This is an optimization exercise on Yosys and OpenROAD, whose aim is a short achievable clock period and few clock cycles, not a production implementation.
Function was checked by simulation only, so behaviour that the tests miss may differ from the original.
Power and IR drop assume default switching activity.

==> v32: inputs <==
## core
module core (
    input  logic                clk,
    input  logic                rst_n,
    output logic                imem_req_vld,
    input  logic                imem_req_rdy,
    output logic [68:0]         imem_req,
    input  logic                imem_rsp_vld,
    output logic                imem_rsp_rdy,
    input  logic [68:0]         imem_rsp,
    output logic                dmem_req_vld,
    input  logic                dmem_req_rdy,
    output logic [68:0]         dmem_req,
    input  logic                dmem_rsp_vld,
    output logic                dmem_rsp_rdy,
    input  logic [68:0]         dmem_rsp
);
Settings: LEC_CHECK=0, ABC_CLOCK_PERIOD_IN_PS=4000, CAP_MARGIN=20, CELL_PAD_IN_SITES_DETAIL_PLACEMENT=1, CELL_PAD_IN_SITES_GLOBAL_PLACEMENT=2, CORE_MARGIN=2, CORE_UTILIZATION=35, PLACE_DENSITY=0.55, SETUP_SLACK_MARGIN=5, SLEW_MARGIN=20; clock period 11.0 ns.
run.sh (not shown) runs the stock make flow with config.mk's settings and CLKGATE_MAP_FILE= SYNTH_SCRIPT=/design/flow/synth_recipe.tcl, a recipe that flattens the netlist after the stock synthesis.
==> v24: changes against v32 <==
==> flow/design.v (replaced) <==
module core (
    input  logic                clk,
    input  logic                rst_n,
    output logic                imem_req_vld,
    input  logic                imem_req_rdy,
    output logic [68:0]         imem_req,
    input  logic                imem_rsp_vld,
    output logic                imem_rsp_rdy,
    input  logic [68:0]         imem_rsp,
    output logic                dmem_req_vld,
    input  logic                dmem_req_rdy,
    output logic [68:0]         dmem_req,
    input  logic                dmem_rsp_vld,
    output logic                dmem_rsp_rdy,
    input  logic [68:0]         dmem_rsp
);
    logic [31:0] pc_d;           
    logic        d_vld;          
    logic        d_redir_q;      
    logic [31:0] d_tgt_q;
    logic        x_vld;
    logic [31:0] x_a, x_b, x_sd, x_dres, x_alt;
    logic        x_wen;
    logic [4:0]  x_rd;
    logic        x_ld, x_st, x_uns;
    logic [1:0]  x_len;
    logic        x_br, x_jalr, x_pred;
    logic [2:0]  x_fn;
    logic        x_s_add, x_s_sub, x_s_sll, x_s_slt, x_s_sltu;
    logic        x_s_xor, x_s_sr, x_s_or, x_s_and, x_s_d;
    logic        x_sra;
    logic        x_fa, x_fb, x_fsd;   
    logic        m_vld, m_wen, m_ld, m_uns;
    logic [4:0]  m_rd;
    logic [1:0]  m_len;
    logic [31:0] m_res;
    logic [31:0] rf [1:31];
    logic [31:0] ld_raw, ld_ext, m_val;
    assign ld_raw = dmem_rsp[31:0];
    always_comb begin
        case (m_len)
            2'd1:    ld_ext = {{24{!m_uns && ld_raw[7]}}, ld_raw[7:0]};
            2'd2:    ld_ext = {{16{!m_uns && ld_raw[15]}}, ld_raw[15:0]};
            default: ld_ext = ld_raw;
        endcase
    end
    assign m_val = m_ld ? ld_ext : m_res;
    logic [31:0] sum, diff, sll_v, sr_v, x_res, x_target;
    logic        eq, lt, ltu, taken;
    logic        x_stall, x_go, mispred, x_redirect;
    assign sum  = x_a + x_b;
    assign diff = x_a - x_b;
    assign eq   = (x_a == x_b);
    assign ltu  = (x_a < x_b);
    assign lt   = (x_a[31] != x_b[31]) ? x_a[31] : ltu;
    assign sll_v = x_a << x_b[4:0];
    assign sr_v  = (x_a >> x_b[4:0]) | ({32{x_sra & x_a[31]}} & ~(32'hffffffff >> x_b[4:0]));
    assign x_res = ({32{x_s_add}}  & sum)
                 | ({32{x_s_sub}}  & diff)
                 | ({32{x_s_sll}}  & sll_v)
                 | ({32{x_s_slt}}  & {31'b0, lt})
                 | ({32{x_s_sltu}} & {31'b0, ltu})
                 | ({32{x_s_xor}}  & (x_a ^ x_b))
                 | ({32{x_s_sr}}   & sr_v)
                 | ({32{x_s_or}}   & (x_a | x_b))
                 | ({32{x_s_and}}  & (x_a & x_b))
                 | ({32{x_s_d}}    & x_dres);
    always_comb begin
        case (x_fn)
            3'b000:  taken = eq;
            3'b001:  taken = !eq;
            3'b100:  taken = lt;
            3'b101:  taken = !lt;
            3'b110:  taken = ltu;
            3'b111:  taken = !ltu;
            default: taken = 1'b0;
        endcase
    end
    assign x_stall    = x_vld && (x_fa || x_fb || x_fsd);
    assign x_go       = x_vld && !x_stall;
    assign mispred    = x_go && x_br && (taken != x_pred);
    assign x_redirect = mispred || (x_go && x_jalr);
    assign x_target   = x_jalr ? {sum[31:1], 1'b0} : x_alt;
    assign dmem_req_vld = x_go && (x_ld || x_st);
    assign dmem_req     = {2'b00, x_st, sum, x_len, x_sd};
    assign dmem_rsp_rdy = 1'b1;
    logic [31:0] ins;
    logic [4:0]  opc;
    logic [2:0]  f3;
    logic [4:0]  rs1, rs2, rd;
    logic        is_lui, is_auipc, is_jal, is_jalr, is_br, is_ld, is_st, is_opi, is_opr;
    logic        use1, use2, d_ok, pred;
    logic [31:0] imm_i, imm_s, imm_b, imm_j, imm_u;
    logic [31:0] pc_plus4, tgt_b, tgt_j, auipc_v;
    logic [31:0] rf1, rf2, rs1_v, rs2_v;
    logic [31:0] fetch_addr;
    assign ins = imem_rsp[31:0];
    assign opc = ins[6:2];
    assign f3  = ins[14:12];
    assign rs1 = ins[19:15];
    assign rs2 = ins[24:20];
    assign rd  = ins[11:7];
    assign is_lui   = (opc == 5'b01101);
    assign is_auipc = (opc == 5'b00101);
    assign is_jal   = (opc == 5'b11011);
    assign is_jalr  = (opc == 5'b11001);
    assign is_br    = (opc == 5'b11000);
    assign is_ld    = (opc == 5'b00000);
    assign is_st    = (opc == 5'b01000);
    assign is_opi   = (opc == 5'b00100);
    assign is_opr   = (opc == 5'b01100);
    assign use1 = is_jalr || is_br || is_ld || is_st || is_opi || is_opr;
    assign use2 = is_br || is_st || is_opr;
    assign imm_i = {{20{ins[31]}}, ins[31:20]};
    assign imm_s = {{20{ins[31]}}, ins[31:25], ins[11:7]};
    assign imm_b = {{19{ins[31]}}, ins[31], ins[7], ins[30:25], ins[11:8], 1'b0};
    assign imm_j = {{11{ins[31]}}, ins[31], ins[19:12], ins[20], ins[30:21], 1'b0};
    assign imm_u = {ins[31:12], 12'b0};
    assign pc_plus4 = pc_d + 32'd4;
    assign tgt_b    = pc_d + imm_b;
    assign tgt_j    = pc_d + imm_j;
    assign auipc_v  = pc_d + imm_u;
    assign rf1 = (rs1 == 5'd0) ? 32'b0 : rf[rs1];
    assign rf2 = (rs2 == 5'd0) ? 32'b0 : rf[rs2];
    assign rs1_v = (x_vld && x_wen && x_rd == rs1) ? x_res :
                   (m_vld && m_wen && m_rd == rs1) ? m_val : rf1;
    assign rs2_v = (x_vld && x_wen && x_rd == rs2) ? x_res :
                   (m_vld && m_wen && m_rd == rs2) ? m_val : rf2;
    logic haz1, haz2;
    assign haz1 = x_vld && x_ld && x_wen && (x_rd == rs1) && use1;
    assign haz2 = x_vld && x_ld && x_wen && (x_rd == rs2) && use2;
    assign d_ok = d_vld && !d_redir_q && !x_redirect;
    assign pred = is_br && ins[31];
    assign fetch_addr   = x_redirect ? x_target : (d_redir_q ? d_tgt_q : pc_plus4);
    assign imem_req_vld = rst_n && !x_stall;
    assign imem_req     = {3'b000, fetch_addr, 2'b00, 32'b0};
    assign imem_rsp_rdy = rst_n;
    always_ff @(posedge clk) begin
        if (!rst_n) begin
            pc_d      <= 32'hfffffffc;
            d_vld     <= 1'b0;
            d_redir_q <= 1'b0;
            x_vld     <= 1'b0;
            m_vld     <= 1'b0;
        end else begin
            if (!x_stall) begin
                pc_d      <= fetch_addr;
                d_vld     <= 1'b1;
                d_redir_q <= d_ok && (is_jal || pred);
                x_vld     <= d_ok;
            end
            m_vld <= x_go;
        end
    end
    always_ff @(posedge clk) begin
        if (!x_stall) begin
            d_tgt_q  <= is_jal ? tgt_j : tgt_b;
            x_a      <= rs1_v;
            x_b      <= (is_br || is_opr) ? rs2_v : (is_st ? imm_s : imm_i);
            x_sd     <= rs2_v;
            x_dres   <= is_lui ? imm_u : (is_auipc ? auipc_v : pc_plus4);
            x_alt    <= pred ? pc_plus4 : tgt_b;
            x_wen    <= (is_lui || is_auipc || is_jal || is_jalr || is_ld || is_opi || is_opr) && (rd != 5'd0);
            x_rd     <= rd;
            x_ld     <= is_ld;
            x_st     <= is_st;
            x_uns    <= f3[2];
            x_len    <= (f3[1:0] == 2'b00) ? 2'd1 : (f3[1:0] == 2'b01) ? 2'd2 : 2'd0;
            x_br     <= is_br;
            x_jalr   <= is_jalr;
            x_pred   <= pred;
            x_fn     <= f3;
            x_s_add  <= (is_opi || is_opr) && f3 == 3'b000 && !(is_opr && ins[30]);
            x_s_sub  <= is_opr && f3 == 3'b000 && ins[30];
            x_s_sll  <= (is_opi || is_opr) && f3 == 3'b001;
            x_s_slt  <= (is_opi || is_opr) && f3 == 3'b010;
            x_s_sltu <= (is_opi || is_opr) && f3 == 3'b011;
            x_s_xor  <= (is_opi || is_opr) && f3 == 3'b100;
            x_s_sr   <= (is_opi || is_opr) && f3 == 3'b101;
            x_s_or   <= (is_opi || is_opr) && f3 == 3'b110;
            x_s_and  <= (is_opi || is_opr) && f3 == 3'b111;
            x_s_d    <= is_lui || is_auipc || is_jal || is_jalr;
            x_sra    <= ins[30];
            x_fa     <= haz1;
            x_fb     <= haz2 && (is_br || is_opr);
            x_fsd    <= haz2 && is_st;
        end else begin
            if (x_fa)  x_a  <= ld_ext;
            if (x_fb)  x_b  <= ld_ext;
            if (x_fsd) x_sd <= ld_ext;
            x_fa  <= 1'b0;
            x_fb  <= 1'b0;
            x_fsd <= 1'b0;
        end
        m_wen <= x_wen;
        m_rd  <= x_rd;
        m_ld  <= x_ld;
        m_uns <= x_uns;
        m_len <= x_len;
        m_res <= x_res;
        if (m_vld && m_wen)
            rf[m_rd] <= m_val;
    end
endmodule
==> v11: changes against v32 <==
--- a/flow/design.v
+++ b/flow/design.v
@@ -14,16 +14,22 @@
     output logic                dmem_rsp_rdy,
     input  logic [68:0]         dmem_rsp
 );
     localparam int NB = 16;      
     logic [31:0] pc_d;           
     logic        d_vld;          
     logic        d_redir_q;      
     logic [31:0] d_tgt_q;
+    logic [31:0] pc4_d;          
+    logic          hit_q;        
+    logic [NB-1:0] hitv_q;
+    logic [31:2]   btb_tgt_q;
+    logic        x_redir_q;      
+    logic [31:0] x_rtgt_q;
     logic        x_vld;
     logic [31:0] x_a, x_b, x_sd, x_dres, x_tgt, x_pc4;
     logic [31:2] x_pc, x_ptgt;
     logic        x_wen;
     logic [4:0]  x_rd;
     logic        x_ld, x_st, x_uns;
     logic [1:0]  x_len;
     logic        x_br, x_jal, x_jalr, x_pt, x_pbtb;
@@ -132,79 +138,87 @@
     assign is_opr   = (opc == 5'b01100);
     assign use1 = is_jalr || is_br || is_ld || is_st || is_opi || is_opr;
     assign use2 = is_br || is_st || is_opr;
     assign imm_i = {{20{ins[31]}}, ins[31:20]};
     assign imm_s = {{20{ins[31]}}, ins[31:25], ins[11:7]};
     assign imm_b = {{19{ins[31]}}, ins[31], ins[7], ins[30:25], ins[11:8], 1'b0};
     assign imm_j = {{11{ins[31]}}, ins[31], ins[19:12], ins[20], ins[30:21], 1'b0};
     assign imm_u = {ins[31:12], 12'b0};
-    assign pc_plus4 = pc_d + 32'd4;
+    assign pc_plus4 = pc4_d;
     assign tgt_b    = pc_d + imm_b;
     assign tgt_j    = pc_d + imm_j;
     assign auipc_v  = pc_d + imm_u;
     assign rf1 = (rs1 == 5'd0) ? 32'b0 : rf[rs1];
     assign rf2 = (rs2 == 5'd0) ? 32'b0 : rf[rs2];
     assign rs1_v = (x_vld && x_wen && x_rd == rs1) ? x_res :
                    (m_vld && m_wen && m_rd == rs1) ? m_val : rf1;
     assign rs2_v = (x_vld && x_wen && x_rd == rs2) ? x_res :
                    (m_vld && m_wen && m_rd == rs2) ? m_val : rf2;
     logic haz1, haz2;
     assign haz1 = x_vld && x_ld && x_wen && (x_rd == rs1) && use1;
     assign haz2 = x_vld && x_ld && x_wen && (x_rd == rs2) && use2;
-    assign d_ok = d_vld && !d_redir_q && !x_redirect;
+    assign d_ok = d_vld && !d_redir_q && !x_redir_q && !x_redirect;
     assign back = ins[31];
     logic [NB-1:0] hitv;
     logic          hit;
     logic [31:2]   btb_tgt;
-    always_comb begin
-        btb_tgt = '0;
-        for (int i = 0; i < NB; i++) begin
-            hitv[i] = bt_v[i] && (bt_tag[i] == pc_d[31:2]);
-            btb_tgt = btb_tgt | ({30{hitv[i]}} & bt_tgt[i]);
-        end
-    end
-    assign hit = |hitv;
+    assign hitv    = hitv_q;
+    assign hit     = hit_q;
+    assign btb_tgt = btb_tgt_q;
     logic d_redir, d_pt;
     assign d_redir = hit ? !(is_jal || is_jalr || is_br) : (is_jal || (is_br && back));
     assign d_pt    = hit ? (is_jal || is_jalr || is_br) : (is_jal || (is_br && back));
     always_comb begin
-        if (sel_tgt)        fetch_addr = x_tgt;
-        else if (sel_pc4)   fetch_addr = x_pc4;
-        else if (sel_jr)    fetch_addr = jr_tgt;
+        if (x_redir_q)      fetch_addr = x_rtgt_q;
         else if (d_redir_q) fetch_addr = d_tgt_q;
         else if (hit)       fetch_addr = {btb_tgt, 2'b00};
         else                fetch_addr = pc_plus4;
+    end
+    logic [NB-1:0] f_hitv;
+    logic [31:2]   f_btb_tgt;
+    always_comb begin
+        f_btb_tgt = '0;
+        for (int i = 0; i < NB; i++) begin
+            f_hitv[i] = bt_v[i] && (bt_tag[i] == fetch_addr[31:2]);
+            f_btb_tgt = f_btb_tgt | ({30{f_hitv[i]}} & bt_tgt[i]);
+        end
     end
     assign imem_req_vld = rst_n && !x_stall;
     assign imem_req     = {3'b000, fetch_addr, 2'b00, 32'b0};
     assign imem_rsp_rdy = rst_n;
     logic          bt_wr, bt_rm;
     logic [31:2]   bt_wdata;
     assign bt_wr    = x_go && ((((x_br && taken) || x_jal) && !(x_pbtb && tgt_ok)) ||
                                (x_jalr && !jr_ok));
     assign bt_rm    = sel_pc4 && x_pbtb;
     assign bt_wdata = x_jalr ? jr_tgt[31:2] : x_tgt[31:2];
     always_ff @(posedge clk) begin
         if (!rst_n) begin
             pc_d      <= 32'hfffffffc;
+            pc4_d     <= 32'h0;
+            hit_q     <= 1'b0;
             d_vld     <= 1'b0;
             d_redir_q <= 1'b0;
+            x_redir_q <= 1'b0;
             x_vld     <= 1'b0;
             m_vld     <= 1'b0;
             bt_v      <= '0;
             bt_ptr    <= '0;
         end else begin
             if (!x_stall) begin
                 pc_d      <= fetch_addr;
+                pc4_d     <= fetch_addr + 32'd4;
+                hit_q     <= |f_hitv;
                 d_vld     <= 1'b1;
                 d_redir_q <= d_ok && d_redir;
                 x_vld     <= d_ok;
             end
             m_vld <= x_go;
+            x_redir_q <= x_redirect;
             if (bt_wr) begin
                 if (x_pbtb) begin
                     bt_v <= bt_v | x_hitv;
                 end else begin
                     bt_v[bt_ptr] <= 1'b1;
                     bt_ptr       <= bt_ptr + 4'd1;
                 end
             end else if (bt_rm) begin
@@ -218,17 +232,20 @@
                 if (x_pbtb ? x_hitv[i] : (bt_ptr == 4'(i))) begin
                     bt_tag[i] <= x_pc;
                     bt_tgt[i] <= bt_wdata;
                 end
             end
         end
     end
     always_ff @(posedge clk) begin
+        x_rtgt_q <= ({32{sel_tgt}} & x_tgt) | ({32{sel_pc4}} & x_pc4) | ({32{sel_jr}} & jr_tgt);
         if (!x_stall) begin
+            hitv_q    <= f_hitv;
+            btb_tgt_q <= f_btb_tgt;
             d_tgt_q  <= ({32{hit}} & pc_plus4) | ({32{!hit && is_jal}} & tgt_j) | ({32{!hit && !is_jal}} & tgt_b);
             x_a      <= rs1_v;
             x_b      <= (is_br || is_opr) ? rs2_v : (is_st ? imm_s : imm_i);
             x_sd     <= rs2_v;
             x_dres   <= is_lui ? imm_u : (is_auipc ? auipc_v : pc_plus4);
             x_tgt    <= ({32{is_jal}} & tgt_j) | ({32{!is_jal}} & tgt_b);
             x_pc4    <= pc_plus4;
             x_pc     <= pc_d[31:2];
==> flow/flow/run.sh (new file) <==
#!/bin/bash
set -euo pipefail
bash standard.sh synth > synth.log 2>&1
bash standard.sh SETUP_SLACK_MARGIN=6.5 finish > layout.log 2>&1
==> flow/standard.sh (new file) <==
#!/bin/bash
# synth_recipe.tcl (not shown) runs the flow's synth.tcl, then flattens the netlist and writes it again
# the make line also repeats each setting of config.mk as NAME=value (left out here)
make -C /OpenROAD-flow-scripts/flow DESIGN_CONFIG=/design/flow/config.mk WORK_HOME=/design/flow/orfs CLKGATE_MAP_FILE= SYNTH_SCRIPT=/design/flow/synth_recipe.tcl "${@:-finish}"
--- a/flow/config.mk
+++ b/flow/config.mk
@@ -7,10 +7,9 @@
 export LEC_CHECK = 0
 export ABC_CLOCK_PERIOD_IN_PS = 4000
 export CAP_MARGIN = 20
 export CELL_PAD_IN_SITES_DETAIL_PLACEMENT = 1
 export CELL_PAD_IN_SITES_GLOBAL_PLACEMENT = 2
 export CORE_MARGIN = 2
 export CORE_UTILIZATION = 35
 export PLACE_DENSITY = 0.55
-export SETUP_SLACK_MARGIN = 5
 export SLEW_MARGIN = 20
removed: flow/run.sh
==> v34: changes against v32 <==
--- a/flow/design.v
+++ b/flow/design.v
@@ -14,18 +14,25 @@
     output logic                dmem_rsp_rdy,
     input  logic [68:0]         dmem_rsp
 );
     localparam int NB = 16;      
     logic [31:0] pc_d;           
     logic        d_vld;          
     logic        d_redir_q;      
     logic [31:0] d_tgt_q;
+    logic [31:0] pc4_d;          
+    logic          hit_q;        
+    logic [NB-1:0] hitv_q;
+    logic [31:2]   btb_tgt_q;
+    logic        x_redir_q;      
+    logic [31:0] x_rtgt_q;
     logic        x_vld;
     logic [31:0] x_a, x_b, x_sd, x_dres, x_tgt, x_pc4;
+    logic [31:0] x_ma, x_mb;     
     logic [31:2] x_pc, x_ptgt;
     logic        x_wen;
     logic [4:0]  x_rd;
     logic        x_ld, x_st, x_uns;
     logic [1:0]  x_len;
     logic        x_br, x_jal, x_jalr, x_pt, x_pbtb;
     logic [NB-1:0] x_hitv;
     logic [2:0]  x_fn;
@@ -37,16 +44,19 @@
     logic [4:0]  m_rd;
     logic [1:0]  m_len;
     logic [31:0] m_res;
     logic [31:0] rf [1:31];
     logic [NB-1:0] bt_v;
     logic [31:2]   bt_tag [NB];
     logic [31:2]   bt_tgt [NB];
     logic [3:0]    bt_ptr;
+    logic          u_wr, u_rm;   
+    logic [NB-1:0] u_sel;
+    logic [31:2]   u_tag, u_data;
     logic [31:0] ld_raw, ld_ext, m_val;
     assign ld_raw = dmem_rsp[31:0];
     always_comb begin
         case (m_len)
             2'd1:    ld_ext = {{24{!m_uns && ld_raw[7]}}, ld_raw[7:0]};
             2'd2:    ld_ext = {{16{!m_uns && ld_raw[15]}}, ld_raw[15:0]};
             default: ld_ext = ld_raw;
         endcase
@@ -98,17 +108,19 @@
     end
     assign jr_tgt = {sum[31:1], 1'b0};
     logic sel_tgt, sel_pc4, sel_jr, x_redirect;
     assign sel_tgt = x_go && ((x_br && taken) || x_jal) && !(x_pt && tgt_ok);
     assign sel_pc4 = x_go && x_br && !taken && x_pt;
     assign sel_jr  = x_go && x_jalr && !jr_ok;
     assign x_redirect = sel_tgt || sel_pc4 || sel_jr;
     assign dmem_req_vld = x_go && (x_ld || x_st);
-    assign dmem_req     = {2'b00, x_st, sum, x_len, x_sd};
+    logic [31:0] maddr;
+    assign maddr        = x_ma + x_mb;
+    assign dmem_req     = {2'b00, x_st, maddr, x_len, x_sd};
     assign dmem_rsp_rdy = 1'b1;
     logic [31:0] ins;
     logic [4:0]  opc;
     logic [2:0]  f3;
     logic [4:0]  rs1, rs2, rd;
     logic        is_lui, is_auipc, is_jal, is_jalr, is_br, is_ld, is_st, is_opi, is_opr;
     logic        use1, use2, d_ok, back;
     logic [31:0] imm_i, imm_s, imm_b, imm_j, imm_u;
@@ -132,103 +144,118 @@
     assign is_opr   = (opc == 5'b01100);
     assign use1 = is_jalr || is_br || is_ld || is_st || is_opi || is_opr;
     assign use2 = is_br || is_st || is_opr;
     assign imm_i = {{20{ins[31]}}, ins[31:20]};
     assign imm_s = {{20{ins[31]}}, ins[31:25], ins[11:7]};
     assign imm_b = {{19{ins[31]}}, ins[31], ins[7], ins[30:25], ins[11:8], 1'b0};
     assign imm_j = {{11{ins[31]}}, ins[31], ins[19:12], ins[20], ins[30:21], 1'b0};
     assign imm_u = {ins[31:12], 12'b0};
-    assign pc_plus4 = pc_d + 32'd4;
+    assign pc_plus4 = pc4_d;
     assign tgt_b    = pc_d + imm_b;
     assign tgt_j    = pc_d + imm_j;
     assign auipc_v  = pc_d + imm_u;
     assign rf1 = (rs1 == 5'd0) ? 32'b0 : rf[rs1];
     assign rf2 = (rs2 == 5'd0) ? 32'b0 : rf[rs2];
     assign rs1_v = (x_vld && x_wen && x_rd == rs1) ? x_res :
                    (m_vld && m_wen && m_rd == rs1) ? m_val : rf1;
     assign rs2_v = (x_vld && x_wen && x_rd == rs2) ? x_res :
                    (m_vld && m_wen && m_rd == rs2) ? m_val : rf2;
     logic haz1, haz2;
     assign haz1 = x_vld && x_ld && x_wen && (x_rd == rs1) && use1;
     assign haz2 = x_vld && x_ld && x_wen && (x_rd == rs2) && use2;
-    assign d_ok = d_vld && !d_redir_q && !x_redirect;
+    assign d_ok = d_vld && !d_redir_q && !x_redir_q && !x_redirect;
     assign back = ins[31];
     logic [NB-1:0] hitv;
     logic          hit;
     logic [31:2]   btb_tgt;
-    always_comb begin
-        btb_tgt = '0;
-        for (int i = 0; i < NB; i++) begin
-            hitv[i] = bt_v[i] && (bt_tag[i] == pc_d[31:2]);
-            btb_tgt = btb_tgt | ({30{hitv[i]}} & bt_tgt[i]);
-        end
-    end
-    assign hit = |hitv;
+    assign hitv    = hitv_q;
+    assign hit     = hit_q;
+    assign btb_tgt = btb_tgt_q;
     logic d_redir, d_pt;
     assign d_redir = hit ? !(is_jal || is_jalr || is_br) : (is_jal || (is_br && back));
     assign d_pt    = hit ? (is_jal || is_jalr || is_br) : (is_jal || (is_br && back));
     always_comb begin
-        if (sel_tgt)        fetch_addr = x_tgt;
-        else if (sel_pc4)   fetch_addr = x_pc4;
-        else if (sel_jr)    fetch_addr = jr_tgt;
+        if (x_redir_q)      fetch_addr = x_rtgt_q;
         else if (d_redir_q) fetch_addr = d_tgt_q;
         else if (hit)       fetch_addr = {btb_tgt, 2'b00};
         else                fetch_addr = pc_plus4;
+    end
+    logic [NB-1:0] f_hitv;
+    logic [31:2]   f_btb_tgt;
+    always_comb begin
+        f_btb_tgt = '0;
+        for (int i = 0; i < NB; i++) begin
+            f_hitv[i] = bt_v[i] && (bt_tag[i] == fetch_addr[31:2]);
+            f_btb_tgt = f_btb_tgt | ({30{f_hitv[i]}} & bt_tgt[i]);
+        end
     end
     assign imem_req_vld = rst_n && !x_stall;
     assign imem_req     = {3'b000, fetch_addr, 2'b00, 32'b0};
     assign imem_rsp_rdy = rst_n;
     logic          bt_wr, bt_rm;
     logic [31:2]   bt_wdata;
     assign bt_wr    = x_go && ((((x_br && taken) || x_jal) && !(x_pbtb && tgt_ok)) ||
                                (x_jalr && !jr_ok));
     assign bt_rm    = sel_pc4 && x_pbtb;
     assign bt_wdata = x_jalr ? jr_tgt[31:2] : x_tgt[31:2];
     always_ff @(posedge clk) begin
         if (!rst_n) begin
             pc_d      <= 32'hfffffffc;
+            pc4_d     <= 32'h0;
+            hit_q     <= 1'b0;
             d_vld     <= 1'b0;
             d_redir_q <= 1'b0;
+            x_redir_q <= 1'b0;
             x_vld     <= 1'b0;
             m_vld     <= 1'b0;
             bt_v      <= '0;
             bt_ptr    <= '0;
+            u_wr      <= 1'b0;
+            u_rm      <= 1'b0;
         end else begin
             if (!x_stall) begin
                 pc_d      <= fetch_addr;
+                pc4_d     <= fetch_addr + 32'd4;
+                hit_q     <= |f_hitv;
                 d_vld     <= 1'b1;
                 d_redir_q <= d_ok && d_redir;
                 x_vld     <= d_ok;
             end
             m_vld <= x_go;
-            if (bt_wr) begin
-                if (x_pbtb) begin
-                    bt_v <= bt_v | x_hitv;
-                end else begin
-                    bt_v[bt_ptr] <= 1'b1;
-                    bt_ptr       <= bt_ptr + 4'd1;
-                end
-            end else if (bt_rm) begin
-                bt_v <= bt_v & ~x_hitv;
-            end
+            x_redir_q <= x_redirect;
+            u_wr <= bt_wr;
+            u_rm <= bt_rm && !bt_wr;
+            if (bt_wr && !x_pbtb)
+                bt_ptr <= bt_ptr + 4'd1;
+            if (u_wr)
+                bt_v <= bt_v | u_sel;
+            else if (u_rm)
+                bt_v <= bt_v & ~u_sel;
         end
     end
     always_ff @(posedge clk) begin
-        if (bt_wr) begin
+        for (int i = 0; i < NB; i++)
+            u_sel[i] <= x_pbtb ? x_hitv[i] : (bt_ptr == 4'(i));
+        u_tag  <= x_pc;
+        u_data <= bt_wdata;
+        if (u_wr) begin
             for (int i = 0; i < NB; i++) begin
-                if (x_pbtb ? x_hitv[i] : (bt_ptr == 4'(i))) begin
-                    bt_tag[i] <= x_pc;
-                    bt_tgt[i] <= bt_wdata;
+                if (u_sel[i]) begin
+                    bt_tag[i] <= u_tag;
+                    bt_tgt[i] <= u_data;
                 end
             end
         end
     end
     always_ff @(posedge clk) begin
+        x_rtgt_q <= ({32{sel_tgt}} & x_tgt) | ({32{sel_pc4}} & x_pc4) | ({32{sel_jr}} & jr_tgt);
         if (!x_stall) begin
+            hitv_q    <= f_hitv;
+            btb_tgt_q <= f_btb_tgt;
             d_tgt_q  <= ({32{hit}} & pc_plus4) | ({32{!hit && is_jal}} & tgt_j) | ({32{!hit && !is_jal}} & tgt_b);
             x_a      <= rs1_v;
             x_b      <= (is_br || is_opr) ? rs2_v : (is_st ? imm_s : imm_i);
             x_sd     <= rs2_v;
             x_dres   <= is_lui ? imm_u : (is_auipc ? auipc_v : pc_plus4);
             x_tgt    <= ({32{is_jal}} & tgt_j) | ({32{!is_jal}} & tgt_b);
             x_pc4    <= pc_plus4;
             x_pc     <= pc_d[31:2];
@@ -255,17 +282,22 @@
             x_s_sr   <= (is_opi || is_opr) && f3 == 3'b101;
             x_s_or   <= (is_opi || is_opr) && f3 == 3'b110;
             x_s_and  <= (is_opi || is_opr) && f3 == 3'b111;
             x_s_d    <= is_lui || is_auipc || is_jal || is_jalr;
             x_sra    <= ins[30];
             x_fa     <= haz1;
             x_fb     <= haz2 && (is_br || is_opr);
             x_fsd    <= haz2 && is_st;
+            if (is_ld || is_st) begin
+                x_ma <= rs1_v;
+                x_mb <= is_st ? imm_s : imm_i;
+            end
         end else begin
+            if (x_fa && (x_ld || x_st)) x_ma <= ld_ext;
             if (x_fa)  x_a  <= ld_ext;
             if (x_fb)  x_b  <= ld_ext;
             if (x_fsd) x_sd <= ld_ext;
             x_fa  <= 1'b0;
             x_fb  <= 1'b0;
             x_fsd <= 1'b0;
         end
         m_wen <= x_wen;
==> comparison table <==
Outcome: v34 finished clean; v32 finished clean; v24 finished clean; v11 finished clean
Placement-stage worst setup slack: v34 3.48 ns; v32 2.18 ns; v24 2.99 ns; v11 3.50 ns
Post-synth top area share: v34 54.7%; v32 58.6%; v24 49.9%; v11 56.4%
Worst clock skew: v34 0.0869 ns; v32 0.0540 ns; v24 0.0502 ns; v11 0.101 ns
Overall routing resource usage: v34 35.0%; v32 30.1%; v24 29.6%; v11 36.2%
Vertical die dimension: v34 614 microns; v32 582 microns; v24 460 microns; v11 599 microns
Clk. pwr: v34 10400 uW; v32 9280 uW; v24 5290 uW; v11 9710 uW
Diode count: v34 38; v32 18; v24 6; v11 18
Combinational share of power: v34 12.4%; v32 28.2%; v24 29.1%; v11 18.8%
Post-DP HPWL: v34 443 mm; v32 334 mm; v24 203 mm; v11 389 mm
Max-slew headroom: v34 9.25%; v32 11.8%; v24 20.9%; v11 12.9%
Share of post-route cells with drive strength above 1: v34 18.2%; v32 25.6%; v24 25.5%; v11 33.1%
Number of signal-net buffers in the layout: v34 606; v32 918; v24 510; v11 1695
Clock distribution area overhead in the final layout: v34 6.67%; v32 6.33%; v24 5.93%; v11 5.59%
Ratio of final minimum period to clock period: v34 56.1%; v32 65.8%; v24 62.2%; v11 58.3%
Post-synthesis to final-layout area growth: v34 15.7%; v32 20.5%; v24 18.4%; v11 33.0%
Number of buffers and inverters on the critical path: v34 2; v32 5; v24 5; v11 5
M1 WL: v34 280 mm; v32 226 mm; v24 134 mm; v11 270 mm
Transition time at the pin with the least slew margin: v34 1.36 ns; v32 1.30 ns; v24 1.19 ns; v11 1.31 ns
Reg2Reg Launch Point: v34 d_redir_q; v32 x_b[6]; v24 x_b[2]; v11 x_a[2]
Testbench counts of v32, summed over its fixed seeds: cycles 109,269.
Testbench counts of v24, summed over its fixed seeds: cycles 122,173.
Testbench counts of v11, summed over its fixed seeds: cycles 112,222.
Testbench counts of v34, summed over its fixed seeds: cycles 112,224.

## separate check: timing with driven ports
How much do the figures lean on ideal ports? The routed layouts below were timed once more, with nothing changed but the port constraints.
Step 1: set_driving_cell puts a clkbuf_16 on clk and a buf_2 on each other input, an assumption about the parent block.
Step 2 moves the port delays by t, midway between the first and last clock arrival at a register: inputs arrive t later, outputs are due t later. That takes back most of the time a late clock gives input paths.
Three values: ideal ports, drivers, drivers and shift; two values: the first two.
| run | shift t [ns] | setup slack, ns | latest minus earliest clock arrival (ns) | worst data-port slew with drivers (ns) | pins driven straight from the clock port |
|---|---|---|---|---|---|
| v32 | 0.995 | 3.759 / 3.661 / 3.952 | 0.058 / 0.058 | 0.27 | 1 |
| v24 | 0.905 | 4.161 / 4.069 / 4.305 | 0.050 / 0.051 | 0.15 | 1 |
| v11 | 1.040 | 4.584 / 4.480 / 4.607 | 0.102 / 0.102 | 0.40 | 1 |
| v34 | 1.020 | 4.826 / 4.722 / 4.086 | 0.093 / 0.093 | 0.18 | 1 |
After both steps every run listed still meets setup and hold. The setup slack of v34, which loses most, moves by -0.104 ns with the drivers and by -0.740 ns with both steps.
